What follows belongs to an exercise in optimizing a design on an open flow for small area, a short achievable clock period and few clock cycles per item; a production flow would make more cautious choices. At most, simulation tests tie the RTL to the original design; equivalence was not proved. Function not checked in runs 2 and 3: the RTL went through the layout flow alone.

==> flow/design.v, too long to show whole: its modules and the start of the top module <==
// module PixelSolverMultiCore: 6644 lines
// module MandelFA: 4 lines
// module MandelHA: 4 lines
module PixelSolverMultiCore (
  input               io_cmd_valid,
  output              io_cmd_ready,
  input      [27:0]   io_cmd_payload_x,
  input      [27:0]   io_cmd_payload_y,
  output              io_rsp_valid,
  input               io_rsp_ready,
  output     [5:0]    io_rsp_payload_iteration,
  input               clk,
  input               reset
);
  // ...
==> flow/flow/run.sh <==
#!/bin/bash
set -euo pipefail
MARGIN=${MARGIN:-7}
sed "s/SETUP_SLACK_MARGIN=[0-9.]*/SETUP_SLACK_MARGIN=$MARGIN/" standard.sh > standard_margin.sh
bash standard_margin.sh > standard.log 2>&1
==> flow/standard.sh <==
#!/bin/bash
# synth_recipe.tcl (not shown) runs the flow's synth.tcl, then flattens the netlist and writes it again
# the make line also repeats each setting of config.mk as NAME=value (left out here)
make -C /OpenROAD-flow-scripts/flow DESIGN_CONFIG=/design/flow/config.mk WORK_HOME=/design/flow/orfs CLKGATE_MAP_FILE= SYNTH_SCRIPT=/design/flow/synth_recipe.tcl "${@:-finish}"
==> flow/config.mk <==
export PLATFORM = sky130hd
export DESIGN_NAME = PixelSolverMultiCore
export DESIGN_NICKNAME = PixelSolverMultiCore
export VERILOG_FILES = /design/flow/design.v
export SDC_FILE = /design/flow/constraint.sdc
export NUM_CORES = 8
export LEC_CHECK = 0
export CAP_MARGIN = 20
export CORE_MARGIN = 2
export CORE_UTILIZATION = 60
export CTS_BUF_LIST = sky130_fd_sc_hd__clkbuf_8
export SETUP_SLACK_MARGIN = 5
export SLEW_MARGIN = 20
export SYNTH_HIERARCHICAL = 1
==> flow/constraint.sdc <==
create_clock -name core_clock -period 10.0 [get_ports {clk}]
set_input_delay 2.0000 -clock core_clock [delete_from_list [all_inputs] [get_ports {clk}]]
set_output_delay 2.0000 -clock core_clock [all_outputs]
set_load 0.01 [all_outputs]
==> run summary, run 1 <==
1st-iter DRT viols slightly above 4000; critical path, cell by cell buf_6; Setup CP Type flop to primary output; dominant synthesized flop cell dfxtp_1; initial antenna violation count 9; max-capacitance violation count 0; Synth-to-Final Area Change 15.97%; worst stage delay on the critical path around 0.5 ns; Worst R2R Setup Slack roughly 6.8 ns; most common cell after layout, fill and taps aside dfxtp_1; CTS tree built; Fmax roughly 0.28 GHz; top flop regs p1_snap x56, p2_snap x56, r0_snap x56; Starting Density around three fifths; Vias per Instance roughly 5.8; Post-DP HPWL 121900 µm; Non-Clock Inverter Count 660; Worst Hold Path Cells 0; first-pass iteration count of the detailed router 6; GR Overflow Total 0; Detailed Route WL around 200000 µm; most used routing layer met2; Clock transition at path regs approximately 0.060 ns; Synth Area in Compound Gates about 7.4%; fin cells around 7900; synth top area cells dfxtp_1 33%, fa_1 31%, xnor2_1 4.8%, ha_1 4.1%, nand2_1 4.1%; CP endpoint kind primary output; sequential area share after synthesis a little over a third; status timing/DRC/antenna clean; vias in the first global route about 49000; register area 25310 µm²; Slew Limit Fails 0; DRT met1 WL ~76000 µm; Core Box Area roughly 110000 µm²; Num CTS Buffers roughly 200; fin nets approximately 7600; setup repair bufs after CTS 76; clk tree area frac 5.860%; sequential share of cell area around a third; Synthesized Nets about 7500; wire length per cell about 26 µm
Testbench counts, summed over its fixed seeds: cycles 262,439, pixels 8,192.
==> run 2: changes to the inputs <==
--- a/flow/design.v
+++ b/flow/design.v
@@ -6,41 +6,54 @@
   output              io_rsp_valid,
   input               io_rsp_ready,
   output     [5:0]    io_rsp_payload_iteration,
   input               clk,
   input               reset
 );
   reg  [27:0] r0_x, r0_y, r0_x0, r0_y0;
   reg  [5:0]  r0_it;       
-  reg         r0_esc;      
-  reg         r0_cyc;      
+  reg         r0_lesc;     
   reg  [2:0] r0_seq;
   reg         r0_act;      
   reg  [55:0] r0_snap;
   reg  [2:1] act;        
   reg  [13:0] r0_bo, r0_bt;  
   reg         tk;          
+  reg         wb_v;        
+  reg  [2:0] wb_seq;      
+  reg  [5:0]  wb_res;      
   reg  [5:0]  rob_d [0:7];
   reg  [7:0] rob_v;
   reg  [2:0] head, alloc;
   reg  [3:0] used;
   reg         o_v;
   reg  [5:0]  o_it;
   assign io_cmd_ready = tk;
   wire        acc = tk & io_cmd_valid;
   assign io_rsp_valid = o_v;
   assign io_rsp_payload_iteration = o_it;
-  wire        fin0 = r0_act & (r0_esc | r0_cyc | (r0_it == 6'd62));
-  wire [5:0]  res0 = r0_cyc ? 6'd63 : r0_it + {5'd0, ~r0_esc};
-  wire [5:0]  itc = r0_it + 6'd1;    
-  wire        cyce = (itc > 6'd4) & ({r0_x, r0_y} == r0_snap);
+  wire [5:0]  itc = r0_it + 6'd1;
+  wire        inx = (r0_x[27:22] == 6'd0) | (r0_x[27:22] == 6'h3f);
+  wire        iny = (r0_y[27:22] == 6'd0) | (r0_y[27:22] == 6'h3f);
+  wire [3:0]  qx = r0_x[21:18] ^ {4{r0_x[27]}};
+  wire [3:0]  qy = r0_y[21:18] ^ {4{r0_y[27]}};
+  wire [8:0]  q2 = qx * qx + qy * qy;
+  wire        big = inx & iny & (q2 >= 9'd64);
+  wire        cyc = (itc > 6'd4) & ({r0_x, r0_y} == r0_snap);
   wire [55:0] snape = (itc[1:0] == 0) ? {r0_x, r0_y} : r0_snap;
+  wire        live = r0_act & ~r0_lesc;
+  wire        fe0 = live & (big | cyc | (itc == 6'd62));    
+  wire        f620 = ~big & ~cyc;                           
+  wire        fl0 = r0_act & r0_lesc;                       
   wire        ld = ~o_v | io_rsp_ready;
   wire        pop = ld & rob_v[head];
+  wire        wr = wb_v | fl0;
+  wire [2:0] wr_seq = wb_v ? wb_seq : r0_seq;
+  wire [5:0]  wr_res = wb_v ? wb_res : r0_it;
   wire pp1;
   wire pp2;
   wire pp3;
   wire pp4;
   wire pp5;
   wire pp6;
   wire pp7;
   wire pp8;
@@ -3291,22 +3304,26 @@
   reg [27:0] p1_x0;
   reg [27:0] p2_x0;
   reg [27:0] p1_y0;
   reg [27:0] p2_y0;
   reg [5:0] p1_it;
   reg [5:0] p2_it;
   reg [2:0] p1_seq;
   reg [2:0] p2_seq;
-  reg [0:0] p1_fin;
-  reg [0:0] p2_fin;
+  reg [0:0] p1_fe;
+  reg [0:0] p2_fe;
+  reg [0:0] p1_f62;
+  reg [0:0] p2_f62;
+  reg [0:0] p1_bg;
+  reg [0:0] p2_bg;
+  reg [0:0] p1_fl;
+  reg [0:0] p2_fl;
   reg [55:0] p1_snap;
   reg [55:0] p2_snap;
-  reg [0:0] p1_cyc;
-  reg [0:0] p2_cyc;
   reg q1_r0_y0_0;
   reg q2_q1_r0_y0_0;
   assign pp1 = ~(r0_x[0] & r0_x[1]);
   assign pp2 = ~(r0_x[0] & r0_x[2]);
   assign pp3 = ~(r0_x[0] & r0_x[3]);
   assign pp4 = ~(r0_x[0] & r0_x[4]);
   assign pp5 = ~(r0_x[0] & r0_x[5]);
   assign pp6 = ~(r0_x[0] & r0_x[6]);
@@ -5853,20 +5870,22 @@
   MandelFA us3637 (.a(s3580), .b(c3579), .c(c2554), .s(s3637), .co(c3638));
   MandelFA us3639 (.a(s3582), .b(c3581), .c(c2556), .s(s3639), .co(c3640));
   MandelFA us3641 (.a(s3584), .b(c3583), .c(c2558), .s(s3641), .co(c3642));
   MandelFA us3643 (.a(s3586), .b(c3585), .c(c2560), .s(s3643), .co(c3644));
   assign sum3645 = {~q2_s3643, ~q2_s3641, ~q2_s3639, ~q2_s3637, ~q2_s3635, ~q2_s3633, ~q2_s3631, ~q2_s3629, ~q2_s3627, ~q2_s3625, ~q2_s3623, ~q2_s3621, ~q2_s3619, ~q2_s3617, ~q2_s3615, ~q2_s3613, ~q2_s3611, ~q2_s3609, ~q2_s3607, ~q2_s3605, ~q2_s3603, ~q2_s3601, ~q2_s3599, ~q2_s3597, ~q2_s3595, ~q2_s3593, ~q2_s3591, ~q2_s3589, 1'b1} + {~q2_c3642, ~q2_c3640, ~q2_c3638, ~q2_c3636, ~q2_c3634, ~q2_c3632, ~q2_c3630, ~q2_c3628, ~q2_c3626, ~q2_c3624, ~q2_c3622, ~q2_c3620, ~q2_c3618, ~q2_c3616, ~q2_c3614, ~q2_c3612, ~q2_c3610, ~q2_c3608, ~q2_c3606, ~q2_c3604, ~q2_c3602, ~q2_c3600, ~q2_c3598, ~q2_c3596, ~q2_c3594, ~q2_c3592, ~q2_c3590, q2_co3360_20, q2_co3359_20};
   assign esc3646 = ~sum3645[28] & (sum3645[23] | sum3645[24] | sum3645[25] | sum3645[26] | sum3645[27]);
   wire [5:0] it_l = p2_it;
   wire esc_l = esc3646;
-  wire fin_l = p2_fin;
-  wire cyc_l = p2_cyc;
-  wire cont_l = act[2] & ~fin_l;
-  wire free_n = ~act[1] | p1_fin;
+  wire fe_l = p2_fe;
+  wire f62_l = p2_f62;
+  wire bg_l = p2_bg;
+  wire fl_l = p2_fl;
+  wire cont_l = act[2] & ~fe_l & ~fl_l;
+  wire free_n = ~act[1] | p1_fe | p1_fl;
   wire room = ({1'b0, used} + {4'd0, tk}) < 5'd8;
   function [27:0] booth;   
     input [27:0] v;
     integer k;
     reg lo;
     begin
       for (k = 0; k < 14; k = k + 1) begin
         lo = (k == 0) ? 1'b0 : v[2*k-1];
@@ -6582,68 +6601,74 @@
     p1_x0 <= r0_x0;
     p2_x0 <= p1_x0;
     p1_y0 <= r0_y0;
     p2_y0 <= p1_y0;
     p1_it <= itc;
     p2_it <= p1_it;
     p1_seq <= r0_seq;
     p2_seq <= p1_seq;
-    p1_fin <= fin0;
-    p2_fin <= p1_fin;
+    p1_fe <= fe0;
+    p2_fe <= p1_fe;
+    p1_f62 <= f620;
+    p2_f62 <= p1_f62;
+    p1_bg <= big;
+    p2_bg <= p1_bg;
+    p1_fl <= fl0;
+    p2_fl <= p1_fl;
     p1_snap <= snape;
     p2_snap <= p1_snap;
-    p1_cyc <= cyce;
-    p2_cyc <= p1_cyc;
     q1_r0_y0_0 <= r0_y0[0];
     q2_q1_r0_y0_0 <= q1_r0_y0_0;
     if (tk) begin
       r0_x <= io_cmd_payload_x;
-      {r0_bt, r0_bo} <= bn_c;
       r0_y <= io_cmd_payload_y;
+      {r0_bt, r0_bo} <= bn_c;
       r0_x0 <= io_cmd_payload_x;
       r0_y0 <= io_cmd_payload_y;
       r0_it <= 6'd0;
-      r0_esc <= 1'b0;
-      r0_cyc <= 1'b0;
+      r0_lesc <= 1'b0;
       r0_seq <= alloc;
     end else begin
       r0_x <= {sum3530[28], sum3530[27], sum3530[26], sum3530[25], sum3530[24], sum3530[23], sum3530[22], sum3530[21], sum3530[20], sum3530[19], sum3530[18], sum3530[17], sum3530[16], sum3530[15], sum3530[14], sum3530[13], sum3530[12], sum3530[11], sum3530[10], sum3530[9], sum3530[8], sum3530[7], sum3530[6], sum3530[5], sum3530[4], sum3530[3], sum3530[2], sum3530[1]};
-      {r0_bt, r0_bo} <= bn_l;
       r0_y <= {sum3531[27], sum3531[26], sum3531[25], sum3531[24], sum3531[23], sum3531[22], sum3531[21], sum3531[20], sum3531[19], sum3531[18], sum3531[17], sum3531[16], sum3531[15], sum3531[14], sum3531[13], sum3531[12], sum3531[11], sum3531[10], sum3531[9], sum3531[8], sum3531[7], sum3531[6], sum3531[5], sum3531[4], sum3531[3], sum3531[2], sum3531[1], q2_q1_r0_y0_0};
+      {r0_bt, r0_bo} <= bn_l;
       r0_x0 <= p2_x0;
       r0_y0 <= p2_y0;
       r0_it <= it_l;
-      r0_esc <= esc_l;
-      r0_cyc <= cyc_l;
+      r0_lesc <= esc_l;
       r0_seq <= p2_seq;
     end
     r0_snap <= p2_snap;
-    if (fin0) rob_d[r0_seq] <= res0;
+    wb_seq <= p2_seq;
+    wb_res <= (bg_l | (f62_l & esc_l)) ? it_l : 6'd63;
+    if (wr) rob_d[wr_seq] <= wr_res;
     if (ld) o_it <= rob_d[head];
   end
   always @(posedge clk or posedge reset) begin
     if (reset) begin
       tk <= 1'b0;
       r0_act <= 1'b0;
       act <= 2'd0;
+      wb_v <= 1'b0;
       rob_v <= 8'd0;
       head <= 3'd0;
       alloc <= 3'd0;
       used <= 4'd0;
       o_v <= 1'b0;
     end else begin
       tk <= free_n & room;
       r0_act <= acc | cont_l;
       act <= {act[1:1], r0_act};
+      wb_v <= act[2] & fe_l;
       if (acc) alloc <= alloc + 1'b1;
       used <= used + {3'd0, acc} - {3'd0, pop};
       if (pop) head <= head + 1'b1;
       if (ld) o_v <= rob_v[head];
-      rob_v <= (rob_v & ~({7'd0, pop} << head)) | ({7'd0, fin0} << r0_seq);
+      rob_v <= (rob_v & ~({7'd0, pop} << head)) | ({7'd0, wr} << wr_seq);
     end
   end
 endmodule
 module MandelFA (input a, input b, input c, output s, output co);
   assign s = a ^ b ^ c;
   assign co = (a & b) | (a & c) | (b & c);
 endmodule
 module MandelHA (input a, input b, output s, output co);
==> flow/config.mk (replaced) <==
export PLATFORM = sky130hd
export DESIGN_NAME = PixelSolverMultiCore
export DESIGN_NICKNAME = PixelSolverMultiCore
export VERILOG_FILES = /design/flow/design.v
export SDC_FILE = /design/flow/constraint.sdc
export NUM_CORES = 8
export LEC_CHECK = 0
export CAP_MARGIN = 20
export CORE_MARGIN = 2
export CORE_UTILIZATION = 60
export CTS_BUF_LIST = sky130_fd_sc_hd__clkbuf_16
export CTS_CLUSTER_DIAMETER = 150
export CTS_CLUSTER_SIZE = 24
export SETUP_SLACK_MARGIN = 5
export SLEW_MARGIN = 20
export SYNTH_HIERARCHICAL = 1
==> run 2 against run 1 <==
Effect of this change:
- sequential cell count increased by 13
- cell count fell by 2.2%
- clock skew rose by 0.0090 ns
- clock-buffer cell count is 210 lower
- maximum frequency shrank 20%
- critical path type is now flop to flop
==> run summary, run 2 <==
port bufs 67; sequential area share after synthesis 35.88% (-0.25 points); final setup TNS 0 ns; Post-DP HPWL 126000 µm (+3.4%); area leader, netlist dfxtp_1; synth unique cells 72; dominant synthesized flop cell dfxtp_1; crit path max fanout 3; via count between 40000 and 50000; Die Y 347.2 µm; final hold vios 0; antenna-violating nets left 0; Worst-Margin Slew 0.9338 ns; H-tree levels 2; Synth-to-Final Area Change 10.47%; Setup violations, final 0; GR Overflow Total 0 (unchanged); DIE WIDTH about 350 µm; TritonCTS Sinks 1234; RePlAce Congestion 0.8616; worst skew pair latency around 0.76 ns; wire length per cell 25.11 µm (-2.0%); mapped cell area slightly above 70000 µm²; Final min period between 4 and 5 ns; Starting Density 60.66% (+0.076 points); number of synthesized flops with an enable pin 54; top post-synthesis cells by count 1156 x dfxtp_1, 1093 x fa_1, 766 x nand2_1; synth top area cells dfxtp_1 33%, fa_1 31%, xnor2_1 4.7%, ha_1 4.3%, nand2_1 4.1%; WHS approximately 0.29 ns; CTS tree built; DRC viols 0; share of cells above drive strength 1 between 10% and 20%; Slew Limit Fails 0 (unchanged); initial antenna violation count 6 (-3); Max clock buf depth 3; Core Box Area 116500 µm² (+1.6%); Detailed Route WL 194100 µm (-4.1%); Die ar. 120600 µm²; Clock transition at path regs 0.10 ns (+0.04 ns); status timing/DRC/antenna clean; fin nets 7592 (+0.040%); most common cell after layout, fill and taps aside dfxtp_1; most frequent cells in the layout 1103 x dfxtp_1, 978 x fa_1, 750 x nand2_1, 675 x inv_1, 365 x xnor2_1; startpoint types flop; Clk Tree Root Cell clkbuf_16; most instantiated library cell after synthesis dfxtp_1; top flop regs p1_snap x56, p2_snap x56, r0_snap x56; row count approximately 130; # IOs between 60 and 70; Synthesis Warnings 7; Overall Global Routing Usage 32.24%; Post-synth ARST share 1.945%; Num CTS Buffers 57 (-72%); Fmax 0.2226 GHz (-20%); Setup CP Type flop to flop; Seq cells post-synth 1234; RSZ-0062 raised after global routing yes; Vias per Instance 5.865 (+0.94%); Synthesized Nets 7629 (+2.3%); max-capacitance violation count 0 (unchanged); Critical Path AT 5.11 ns; Slew HR a little under two fifths; skew final 0.05151 ns; Antenna diodes 0; Avg Cell Area, Syn between 10 and 15 µm²; CP endpoint kind flop; Tightest Hold Check Type flop to flop; vias in the first global route 47850 (-2.2%); 1st-iter DRT viols 3835 (-5.1%); first-pass GRT wire length slightly below 300000 µm; largest net degree at the start of global routing just over 80; critical path data required time around 11 ns; Cells after Synth slightly above 6000; area share of the largest cell type after synthesis between 30% and 40%; first-pass iteration count of the detailed router 7 (+1); period utilization around 45%
run 2: worst max-delay path, cell delays in order (launching register included):
cell and delay, ns:
dfxtp_4 0.36, buf_12 0.14, ha_4 0.28, nand2_4 0.05, fa_1 0.47, fa_1 0.49, inv_1 0.05, fa_1 0.47
inv_1 0.05, fa_1 0.42, inv_1 0.07, ha_2 0.17, inv_2 0.04, fa_2 0.32, nor2b_2 0.12, o21ai_2 0.07
and4_1 0.16, o21ai_2 0.12, a21oi_2 0.08, nor3_4 0.22, a21oi_2 0.07, buf_4 0.15
run 2: final timing paths:
check | startpoint | to | slack [ns] | cells past startpoint
min | p2_snap[21] | r0_snap[21] | 0.29 | 0
max in group asynchronous | reset | tk | 7.57 | 2
min in group asynchronous | reset | rob_v[2] | 1.75 | 2
max reg2reg | r0_x[19] | p1_f62 | 5.51 | 21
max | r0_x[19] | p1_f62 | 5.51 | 21
min reg2reg | p2_snap[21] | r0_snap[21] | 0.29 | 0
run 2: cells by family after synthesis:
| group | Yosys count | synth area share (%) |
|---|---|---|
| xor gates and xnor gates | 528 | 6.542 |
| muxes | 105 | 1.887 |
| and+or+nand+nor | 1134 | 6.893 |
| DFF | 1234 | 35.88 |
| buffers and inverters | 1098 | 5.834 |
| AOI/OAI and AO/OA | 794 | 7.666 |
| adders and majority gates | 1338 | 35.29 |
run 2: Yosys stat by module, one instance, submodules excluded:
module / cells inside / times used / cell area (µm²) / flops+latches
MandelHA: 1 / 11 / 12.51 / 0
PixelSolverMultiCore: 5141 / 1 / 48950 / 1234
MandelFA: 1 / 1079 / 20.02 / 0
run 2: what timing repair did:
item	4_1_cts	5_1_grt
resized for setup	323	260
setup endpoints to repair	311	162
hold buffers	0	0
buffers inserted	64	59
gates cloned	11	10
pin swaps	90	205
run 2: per-stage QoR:
step                      utilization, %  std cells  setup WS (ns)  instance area, µm²
final                              67.02       7729          5.508               78080
after global routing               67.02       7729          5.323               78080
after CTS                          65.51       7660          5.521               76330
after detailed placement           62.41       7515          4.768               72710
after global placement             62.41       7515          4.856               72710
after floorplan                        -       6231          5.698               71170
run 2: cell type report:
type / instances / area, µm²
clock buffer: 57 / 1426
clock inverter: 13 / 140.1
fill: 8899 / 38430
inverter: 687 / 2611
multi-input combinational: 3899 / 42540
sequential: 1234 / 25520
tap: 1524 / 1907
timing repair buffer: 315 / 3933
run 2: per-layer routing:
metal / vias to the layer above / GRT usage (%) / wire length, µm
met5: - / 0 / 28
met2: 2119 / 53.03 / 92680
met1: 23180 / 41.03 / 74100
met4: 4 / 14.43 / 10190
li1: 19510 / - / -
met3: 512 / 7.141 / 17090
==> run 3: changes to the inputs <==
==> flow/flow/run.sh (replaced) <==
#!/bin/bash
set -euo pipefail
MARGIN=${MARGIN:-6.5}
sed "s/SETUP_SLACK_MARGIN=[0-9.]*/SETUP_SLACK_MARGIN=$MARGIN/" standard.sh > standard_margin.sh
bash standard_margin.sh > standard.log 2>&1
==> run 3 against run 2 <==
Effect of this change:
- die area stayed put
- sequential cell count stayed put
- sequential share of layout area is 1.2 points higher
- critical endpoint is now p1_fe
- largest cell class unchanged
==> run summary, run 3 <==
status timing/DRC/antenna clean; antenna-violating nets left 0 (unchanged); area share of the largest cell type after synthesis 32.74% (unchanged); critical path, cell by cell buf_12 > ha_4 > nand2_4 > fa_1 > fa_1 > inv_1 > fa_1 > inv_1 > fa_1 > inv_2 > ha_4 > inv_2 > fa_2 > nor2b_2 > o21ai_2 > and4_1 > o21ai_2 > a21oi_2 > nor3_2 > a21oi_2 > a21oi_2; Top delay family on crit path adder cells; met3 WL post-DR 15310 µm (-10%); Detailed Route WL 186300 µm (-4.0%); CTS tree built; Worst-Margin Slew 1.015 ns (+0.08124 ns); Slew HR 32.23% (-5.4 points); Setup CP Type flop to flop; Synthesized Nets 7629 (unchanged); wire length per cell 24.45 µm (-2.6%); Starting Density 60.66% (unchanged); number of synthesized flops with an enable pin 54 (unchanged); 1st-iter DRT viols 3546 (-7.5%); most frequent cells in the layout 1110 x dfxtp_1, 1092 x fa_1, 763 x nand2_1, 683 x inv_1, 379 x xnor2_1; RSZ-0062 raised after global routing yes; Num CTS Buffers 57 (unchanged); Tightest Hold Check Type flop to flop; startpoint types flop; final setup TNS 0 ns (unchanged); Vias per Instance 5.829 (-0.61%); RePlAce Congestion 0.8713 (+1.1%); Overall Global Routing Usage 31.40% (-0.84 points); Post-synth ARST share 1.945% (unchanged); Final min period 4.505 ns (+0.01308 ns); top flop regs p1_snap x56, p2_snap x56, r0_snap x56; Fmax 0.2220 GHz (-0.29%); Setup violations, final 0 (unchanged); H-tree levels 2 (unchanged); Cells after Synth 6231 (unchanged); Avg Cell Area, Syn 11.34 µm² (unchanged); most used cell, CP fa_1; Seq cells post-synth 1234 (unchanged); Synth-to-Final Area Change 6.309%; Synthesis Warnings 7 (unchanged); Clk Tree Root Cell clkbuf_16; Post-DP HPWL 126900 µm (+0.67%); Finished Core Util 64.49% (-2.5 points); most common cell after layout, fill and taps aside dfxtp_1; worst-path cell with the longest stage delay fa_1; # IOs 68 (unchanged); fin nets 7483 (-1.4%); Max clock buf depth 3 (unchanged); share of cells above drive strength 1 6.645% (-5.8 points); initial antenna violation count 2 (-4); worst stage delay on the critical path 0.49 ns (about the same); first-pass iteration count of the detailed router 6 (-1); critical path data required time 10.63 ns (about the same); area leader, netlist dfxtp_1; DRC viols 0 (unchanged); via count 44420 (-2.0%); WL met2 88270 µm (-4.8%); most instantiated library cell after synthesis dfxtp_1; Core Box Area 116500 µm² (unchanged); dominant synthesized flop cell dfxtp_1; mapped cell area 70680 µm² (unchanged); synth top area cells dfxtp_1 33%, fa_1 31%, xnor2_1 4.7%, ha_1 4.3%, nand2_1 4.1%; period utilization 45.05% (+0.13 points); max-capacitance violation count 0 (unchanged); largest net degree at the start of global routing 81 (-2.4%); Clock transition at path regs 0.10 ns (about the same); row count 125 (unchanged); crit path buf inv count 5 (-1); GR Overflow Total 0 (unchanged); DRT met1 WL 73700 µm (-0.55%); sequential area share after synthesis 35.88% (unchanged); Die Y 347.2 µm (unchanged); worst skew pair latency 0.73 ns (-0.03 ns); Top Metal Used met4; TritonCTS Sinks 1234 (unchanged); port bufs 67 (unchanged); skew final 0.04156 ns (-0.009952 ns); crit path max fanout 4 (+1); synth unique cells 72 (unchanged); FILL cells 9293 (+4.4%); Die ar. 120600 µm² (unchanged); top post-synthesis cells by count 1156 x dfxtp_1, 1093 x fa_1, 766 x nand2_1; Slew Limit Fails 0 (unchanged); final hold vios 0 (unchanged); DIE WIDTH 347.2 µm (unchanged); Critical Path AT 5.14 ns (+0.03 ns); CP endpoint kind flop; vias in the first global route 47340 (-1.1%); first-pass GRT wire length 284500 µm (-1.8%)
[run 3: area by class of cell]
| class | instances | area, µm² | share of cell area [%] |
|---|---|---|---|
| diodes | 1 | 2.502 | 0.003330 |
| clock buffers | 57 | 1426 | 1.898 |
| flip-flops and latches | 1234 | 25480 | 33.91 |
| clock inverters | 12 | 87.58 | 0.1166 |
| inverters | 687 | 2582 | 3.437 |
| well taps | 1524 | 1907 | 2.538 |
| repair buffers | 206 | 2222 | 2.957 |
| multi-input cells | 3899 | 41430 | 55.14 |
[run 3: through the flow]
stage / hold WS, ns / setup WS, ns / instances / area, µm²
after floorplan: 0.3096 / 5.697 / 6231 / 70820
after global placement: 0.3096 / 5.126 / 7518 / 72660
after detailed placement: 0.3121 / 4.989 / 7518 / 72660
after CTS: 0.3226 / 5.489 / 7607 / 74730
after global routing: 0.3274 / 5.282 / 7619 / 75140
final: 0.3134 / 5.495 / 7620 / 75140
[run 3: layer usage]
metal	vias up	global-route usage [%]
met5	-	0
met4	0	13.44
met3	445	6.247
met2	1958	51.22
met1	22740	41.08
li1	19280	-
[run 3: cells by family after synthesis]
family          after synthesis  synth area share [%]
mux                         105                 1.887
compound gates              794                 7.666
xor+xnor                    528                 6.542
simple gates               1134                 6.893
flops                      1234                 35.88
fa+ha+maj                  1338                 35.29
buf+inv                    1098                 5.834
[run 3: what timing repair did]
item | CTS | global route
setup endpoints to repair | 126 | 80
setup buffers | 17 | 10
pin swaps | 13 | 10
hold buffers | 0 | 0
resized for setup | 90 | 68
cloned | 3 | 2
[run 3: worst register-to-register path, delay by kind of cell (launching register included)]
family	cells	cell delay, ns
flops	1	0.37
fa+ha+maj	7	2.64
simple gates	4	0.58
compound gates	5	0.52
buf+inv	5	0.34
[run 3: final timing paths]
path | startpoint | endpoint | slack [ns] | cells past startpoint
setup / recovery | r0_y[27] | p1_fe | 5.50 | 21
hold / removal | p2_snap[42] | r0_snap[42] | 0.31 | 0
setup reg to reg | r0_y[27] | p1_fe | 5.50 | 21
hold reg to reg | p2_snap[42] | r0_snap[42] | 0.31 | 0
max in group asynchronous | reset | tk | 7.57 | 2
min in group asynchronous | reset | tk | 1.77 | 2
[run 3: per-module statistics from Yosys (local to each module, per instance)]
module	cells inside	times used	flops+latches	cell area, µm²
MandelHA	1	11	0	12.51
MandelFA	1	1079	0	20.02
PixelSolverMultiCore	5141	1	1234	48950

-- afterwards: timing with drivers on the ports --
Ports are ideal in the flow. The routed layouts listed here were re-timed in OpenROAD. Step 1 assumes that a clkbuf_16 drives the clock port and a buf_2 every other input. Step 2 moves the port delays by t, midway between the first and last clock arrival at a register: inputs arrive t later, outputs are due t later. That takes back most of the time a late clock gives input paths. Three values: ideal, step 1, step 2; two values: the first two.
| run | t (ns) | slack for setup (ns) | worst setup path at the end | worst slew at a driven data input, ns | pins driven straight from the clock port |
|---|---|---|---|---|---|
| run 1 | 1.016 | 6.413 / 6.342 / 6.187 | input to register | 0.08 | 1 |
| run 2 | 0.813 | 5.508 / 5.508 / 5.508 | register to register | 0.06 | 1 |
| run 3 | 0.779 | 5.495 / 5.495 / 5.495 | register to register | 0.06 | 1 |
After both steps every run listed still meets setup and hold. For run 1, which loses most, drivers alone change the setup slack by -0.071 ns; drivers and shift together by -0.226 ns.
